What follows belongs to an exercise in optimizing a design on an open flow for a short achievable clock period; a production flow would make more cautious choices.
Function was checked by simulation only, so behaviour that the tests miss may differ from the original.
Power and IR drop assume default switching activity.

== cedar ==
==> module sync_fifo, before the edit <==
module sync_fifo #(parameter WIDTH=32, ADDR=4) (
  input clk, rst,clr,
  input wr_en,
  input [WIDTH-1:0] wdata,
  input rd_en,
  output reg [WIDTH-1:0] rdata,
  output fifo_empty,
  output reg fifo_full
);
  localparam DEPTH = 1<<ADDR ;
  reg [WIDTH-1:0] mem [0:DEPTH-1];
  reg [DEPTH-1:0] wp_q, rp_q, wen_q;
  wire [DEPTH-1:0] flip = {{(DEPTH-1){1'b0}}, 1'b1};
  wire [DEPTH-1:0] wp  = wp_q  ^ flip;
  wire [DEPTH-1:0] rp  = rp_q  ^ flip;
  wire [DEPTH-1:0] wen = wen_q ^ flip;    
  reg [DEPTH-1:1] cnt;           
  reg             ne;            
  assign fifo_empty = ~ne;
  wire wa  = wr_en & ~fifo_full;
  wire ra  = rd_en & ne;
  wire inc = wa & ~ra;
  wire dec = ra & ~wa;
  wire [DEPTH:0] c      = {fifo_full, cnt, ~ne};
  wire [DEPTH:0] c_up   = {c[DEPTH-1:0], 1'b0};
  wire [DEPTH:0] c_dn   = {1'b0, c[DEPTH:1]};
  wire [DEPTH:0] c_nxt  = inc ? c_up : dec ? c_dn : c;
  wire [DEPTH-1:0] wp_nxt = wa ? {wp[DEPTH-2:0], wp[DEPTH-1]} : wp;
  wire [DEPTH-1:0] rp_nxt = ra ? {rp[DEPTH-2:0], rp[DEPTH-1]} : rp;
  always @(posedge clk, negedge rst)
    if (~rst) begin
      ne         <= 1'b0;
      fifo_full  <= 1'b0;
      cnt        <= {(DEPTH-1){1'b0}};
      wp_q       <= {DEPTH{1'b0}};
      rp_q       <= {DEPTH{1'b0}};
      wen_q      <= {DEPTH{1'b0}};
    end else if (clr) begin
      ne         <= 1'b0;
      fifo_full  <= 1'b0;
      cnt        <= {(DEPTH-1){1'b0}};
      wp_q       <= {DEPTH{1'b0}};
      rp_q       <= {DEPTH{1'b0}};
      wen_q      <= {DEPTH{1'b0}};
    end else begin
      ne         <= ~c_nxt[0];
      fifo_full  <= c_nxt[DEPTH];
      cnt        <= c_nxt[DEPTH-1:1];
      wp_q       <= wp_nxt ^ flip;
      rp_q       <= rp_nxt ^ flip;
      wen_q      <= (wp_nxt & {DEPTH{~c_nxt[DEPTH]}}) ^ flip;
    end
  integer i;
  always @(posedge clk)
    for (i = 0; i < DEPTH; i = i + 1)
      if (wen[i])
        mem[i] <= wdata;
  reg [WIDTH-1:0] head;
  always @* begin
    head = {WIDTH{1'b0}};
    for (i = 0; i < DEPTH; i = i + 1)
      head = head | (mem[i] & {WIDTH{rp[i]}});
  end
  always @(posedge clk, negedge rst)
    if (~rst)
      rdata <= {WIDTH{1'b0}};
    else if (ra)
      rdata <= head;
endmodule
==> flow/config.mk <==
export PLATFORM = sky130hd
export DESIGN_NAME = sync_fifo
export DESIGN_NICKNAME = sync_fifo
export VERILOG_FILES = /design/flow/design.v
export SDC_FILE = /design/flow/constraint.sdc
export NUM_CORES = 4
export LEC_CHECK = 0
export ABC_CLOCK_PERIOD_IN_PS = 1200
export CAP_MARGIN = 20
export CORE_MARGIN = 2
export CORE_UTILIZATION = 60
export CTS_CLUSTER_DIAMETER = 60
export CTS_CLUSTER_SIZE = 20
export SETUP_SLACK_MARGIN = 2.7
export SLEW_MARGIN = 20
==> flow/constraint.sdc <==
create_clock -name core_clock -period 4.0 [get_ports {clk}]
set_input_delay 0.8000 -clock core_clock [delete_from_list [all_inputs] [get_ports {clk}]]
set_output_delay 0.8000 -clock core_clock [all_outputs]
set_load 0.01 [all_outputs]
run.sh (not shown) runs the stock make flow with config.mk's settings and CLKGATE_MAP_FILE= SYNTH_SCRIPT=/design/flow/synth_recipe.tcl, a recipe that flattens the netlist after the stock synthesis.
What lagoon does differently from cedar at the input level:
-- flow/design.v --
<<< cedar, line 16
  wire [DEPTH-1:0] wen = wen_q ^ flip;    
  reg [DEPTH-1:1] cnt;           
  reg             ne;            
  assign fifo_empty = ~ne;
  wire wa  = wr_en & ~fifo_full;
  wire ra  = rd_en & ne;
  wire inc = wa & ~ra;
  wire dec = ra & ~wa;
  wire [DEPTH:0] c      = {fifo_full, cnt, ~ne};
  wire [DEPTH:0] c_up   = {c[DEPTH-1:0], 1'b0};
  wire [DEPTH:0] c_dn   = {1'b0, c[DEPTH:1]};
>>> lagoon, line 16
  wire [DEPTH-1:0] wen = wen_q ^ flip;    
  reg [DEPTH-1:1] cnt;           
  reg             emp;           
  reg             ne_o;          
  reg             nf;            
  assign fifo_empty = ~ne_o;
  wire wa  = wr_en & nf;
  wire ra  = rd_en & ~emp;
  wire inc = wa & ~ra;
  wire dec = ra & ~wa;
  wire [DEPTH:0] c      = {~nf, cnt, emp};
  wire [DEPTH:0] c_up   = {c[DEPTH-1:0], 1'b0};
  wire [DEPTH:0] c_dn   = {1'b0, c[DEPTH:1]};
<<< cedar, line 30
  always @(posedge clk, negedge rst)
    if (~rst) begin
      ne         <= 1'b0;
      fifo_full  <= 1'b0;
      cnt        <= {(DEPTH-1){1'b0}};
>>> lagoon, line 32
  always @(posedge clk, negedge rst)
    if (~rst) begin
      emp        <= 1'b1;
      ne_o       <= 1'b0;
      nf         <= 1'b1;
      fifo_full  <= 1'b0;
      cnt        <= {(DEPTH-1){1'b0}};
<<< cedar, line 37
      wen_q      <= {DEPTH{1'b0}};
    end else if (clr) begin
      ne         <= 1'b0;
      fifo_full  <= 1'b0;
      cnt        <= {(DEPTH-1){1'b0}};
>>> lagoon, line 41
      wen_q      <= {DEPTH{1'b0}};
    end else if (clr) begin
      emp        <= 1'b1;
      ne_o       <= 1'b0;
      nf         <= 1'b1;
      fifo_full  <= 1'b0;
      cnt        <= {(DEPTH-1){1'b0}};
<<< cedar, line 44
      wen_q      <= {DEPTH{1'b0}};
    end else begin
      ne         <= ~c_nxt[0];
      fifo_full  <= c_nxt[DEPTH];
      cnt        <= c_nxt[DEPTH-1:1];
>>> lagoon, line 50
      wen_q      <= {DEPTH{1'b0}};
    end else begin
      emp        <= c_nxt[0];
      ne_o       <= ~c_nxt[0];
      nf         <= ~c_nxt[DEPTH];
      fifo_full  <= c_nxt[DEPTH];
      cnt        <= c_nxt[DEPTH-1:1];
Findings:
The initial core utilization of lagoon is higher than that of cedar. Of the two candidates, cedar has the worse worst slack on hold paths and lagoon the better one. cedar has higher synthesized instance count than lagoon. Via count normalized by instance count (lower): cedar. Of the two values seen for end point of the critical path, rdata[31] was produced by cedar and rdata[13] by lagoon. Relative to cedar, the non-clock buffer count measured on lagoon has decreased by a little under 10%.


beta:
The RTL this note starts from:
==> flow/design.v <==
module sync_fifo #(parameter WIDTH=32, ADDR=4) (
  input clk, rst,clr,
  input wr_en,
  input [WIDTH-1:0] wdata,
  input rd_en,
  output reg [WIDTH-1:0] rdata,
  output reg fifo_empty, fifo_full
);
  localparam DEPTH = 1<<ADDR ;
  reg [WIDTH-1:0] mem [0:DEPTH-1];
  reg [DEPTH-1:0] wp, rp;        
  reg [DEPTH:0]   cnt;           
  wire wa  = wr_en & ~fifo_full;
  wire ra  = rd_en & ~fifo_empty;
  wire inc = wa & ~ra;
  wire dec = ra & ~wa;
  wire [DEPTH:0] cnt_up = {cnt[DEPTH-1:0], 1'b0};
  wire [DEPTH:0] cnt_dn = {1'b0, cnt[DEPTH:1]};
  wire [DEPTH:0] cnt_nxt = inc ? cnt_up : dec ? cnt_dn : cnt;
  always @(posedge clk, negedge rst)
    if (~rst) begin
      fifo_empty <= 1'b1;
      fifo_full  <= 1'b0;
      cnt        <= {{DEPTH{1'b0}}, 1'b1};
      wp         <= {{(DEPTH-1){1'b0}}, 1'b1};
      rp         <= {{(DEPTH-1){1'b0}}, 1'b1};
    end else if (clr) begin
      fifo_empty <= 1'b1;
      fifo_full  <= 1'b0;
      cnt        <= {{DEPTH{1'b0}}, 1'b1};
      wp         <= {{(DEPTH-1){1'b0}}, 1'b1};
      rp         <= {{(DEPTH-1){1'b0}}, 1'b1};
    end else begin
      fifo_empty <= cnt_nxt[0];
      fifo_full  <= cnt_nxt[DEPTH];
      cnt        <= cnt_nxt;
      if (wa) wp <= {wp[DEPTH-2:0], wp[DEPTH-1]};
      if (ra) rp <= {rp[DEPTH-2:0], rp[DEPTH-1]};
    end
  integer i;
  always @(posedge clk)
    for (i = 0; i < DEPTH; i = i + 1)
      if (wp[i] & ~fifo_full)
        mem[i] <= wdata;
  reg [WIDTH-1:0] head;
  always @* begin
    head = {WIDTH{1'b0}};
    for (i = 0; i < DEPTH; i = i + 1)
      head = head | (mem[i] & {WIDTH{rp[i]}});
  end
  always @(posedge clk, negedge rst)
    if (~rst)
      rdata <= {WIDTH{1'b0}};
    else if (ra)
      rdata <= head;
endmodule
make LEC_CHECK=0 ABC_CLOCK_PERIOD_IN_PS=1200 CAP_MARGIN=20 CORE_MARGIN=2 CORE_UTILIZATION=40 SETUP_SLACK_MARGIN=2.7 SLEW_MARGIN=20 finish   # period 4.0 ns
Modified inputs, epsilon compared to beta
==> flow/design.v <==
module sync_fifo #(parameter WIDTH=32, ADDR=4) (
  input clk, rst,clr,
  input wr_en,
  input [WIDTH-1:0] wdata,
  input rd_en,
  output reg [WIDTH-1:0] rdata,
  output fifo_empty,
  output reg fifo_full
);
  localparam DEPTH = 1<<ADDR ;
  reg [WIDTH-1:0] mem [0:DEPTH-1];
  reg [DEPTH-1:0] wp_q, rp_q, wen_q;
  wire [DEPTH-1:0] flip = {{(DEPTH-1){1'b0}}, 1'b1};
  wire [DEPTH-1:0] wp  = wp_q  ^ flip;
  wire [DEPTH-1:0] rp  = rp_q  ^ flip;
  wire [DEPTH-1:0] wen = wen_q ^ flip;    
  reg [DEPTH-1:1] cnt;           
  reg             ne;            
  assign fifo_empty = ~ne;
  wire wa  = wr_en & ~fifo_full;
  wire ra  = rd_en & ne;
  wire inc = wa & ~ra;
  wire dec = ra & ~wa;
  wire [DEPTH:0] c      = {fifo_full, cnt, ~ne};
  wire [DEPTH:0] c_up   = {c[DEPTH-1:0], 1'b0};
  wire [DEPTH:0] c_dn   = {1'b0, c[DEPTH:1]};
  wire [DEPTH:0] c_nxt  = inc ? c_up : dec ? c_dn : c;
  wire [DEPTH-1:0] wp_nxt = wa ? {wp[DEPTH-2:0], wp[DEPTH-1]} : wp;
  wire [DEPTH-1:0] rp_nxt = ra ? {rp[DEPTH-2:0], rp[DEPTH-1]} : rp;
  always @(posedge clk, negedge rst)
    if (~rst) begin
      ne         <= 1'b0;
      fifo_full  <= 1'b0;
      cnt        <= {(DEPTH-1){1'b0}};
      wp_q       <= {DEPTH{1'b0}};
      rp_q       <= {DEPTH{1'b0}};
      wen_q      <= {DEPTH{1'b0}};
    end else if (clr) begin
      ne         <= 1'b0;
      fifo_full  <= 1'b0;
      cnt        <= {(DEPTH-1){1'b0}};
      wp_q       <= {DEPTH{1'b0}};
      rp_q       <= {DEPTH{1'b0}};
      wen_q      <= {DEPTH{1'b0}};
    end else begin
      ne         <= ~c_nxt[0];
      fifo_full  <= c_nxt[DEPTH];
      cnt        <= c_nxt[DEPTH-1:1];
      wp_q       <= wp_nxt ^ flip;
      rp_q       <= rp_nxt ^ flip;
      wen_q      <= (wp_nxt & {DEPTH{~c_nxt[DEPTH]}}) ^ flip;
    end
  integer i;
  always @(posedge clk)
    for (i = 0; i < DEPTH; i = i + 1)
      if (wen[i])
        mem[i] <= wdata;
  reg [WIDTH-1:0] head;
  always @* begin
    head = {WIDTH{1'b0}};
    for (i = 0; i < DEPTH; i = i + 1)
      head = head | (mem[i] & {WIDTH{rp[i]}});
  end
  always @(posedge clk, negedge rst)
    if (~rst)
      rdata <= {WIDTH{1'b0}};
    else if (ra)
      rdata <= head;
endmodule
- The run showing the smaller share of flip-flops with an asynchronous set or reset is beta.
- Core area delta for epsilon relative to beta: about 3.6% higher
- Summary of epsilon over beta: minimum period implied by the final worst setup slack decreased 0.035 ns, largest net degree at the start of global routing grew by 15, number of vias after detailed routing lower, core utilization moved down, part of the total power dissipated in sequential elements climbed 0.2 points.
- Sequential cell count ended up 16 higher on epsilon than on beta.
- Power after layout ended up about 2% higher on epsilon than on beta.
- On portion of total power attributed to combinational logic, the lower figure sits with epsilon, not beta.
- When epsilon is set beside beta, its met2 global-route usage turns out to be 0.50 points smaller.
- Non-clock buffer count (epsilon over beta): decrease, 126

==> static timing again, ports no longer ideal <==
In the flow no input, the clock included, has a driving cell. The finished layouts below were timed again as built, in two steps. Step 1 assumes that a clkbuf_16 drives the clock port and a buf_2 every other input. Step 2 also shifts input and output timing later by t, the mid clock arrival at the registers, as if the neighbouring blocks saw the same clock. Slacks: ideal ports / drivers / drivers and shift; pairs: ideal ports / drivers.
run | shift t [ns] | setup slack, ns | worst hold slack (ns) | worst slew at a driven data input, ns | cell pins on the clock port's net
cedar | 0.603 | 2.032 / 1.980 / 1.722 | 0.204 / 0.191 / 0.539 | 0.08 | 1
lagoon | 0.602 | 2.032 / 1.978 / 1.843 | 0.347 / 0.318 / 0.493 | 0.07 | 1
beta | 0.699 | 1.941 / 1.882 / 1.741 | 0.186 / 0.154 / 0.527 | 0.13 | 1
epsilon | 0.673 | 1.975 / 1.916 / 1.871 | 0.185 / 0.180 / 0.559 | 0.10 | 1
After both steps setup and hold are still met in every run listed. The setup slack of cedar, which loses most, moves by -0.052 ns with the drivers and by -0.310 ns with both steps.
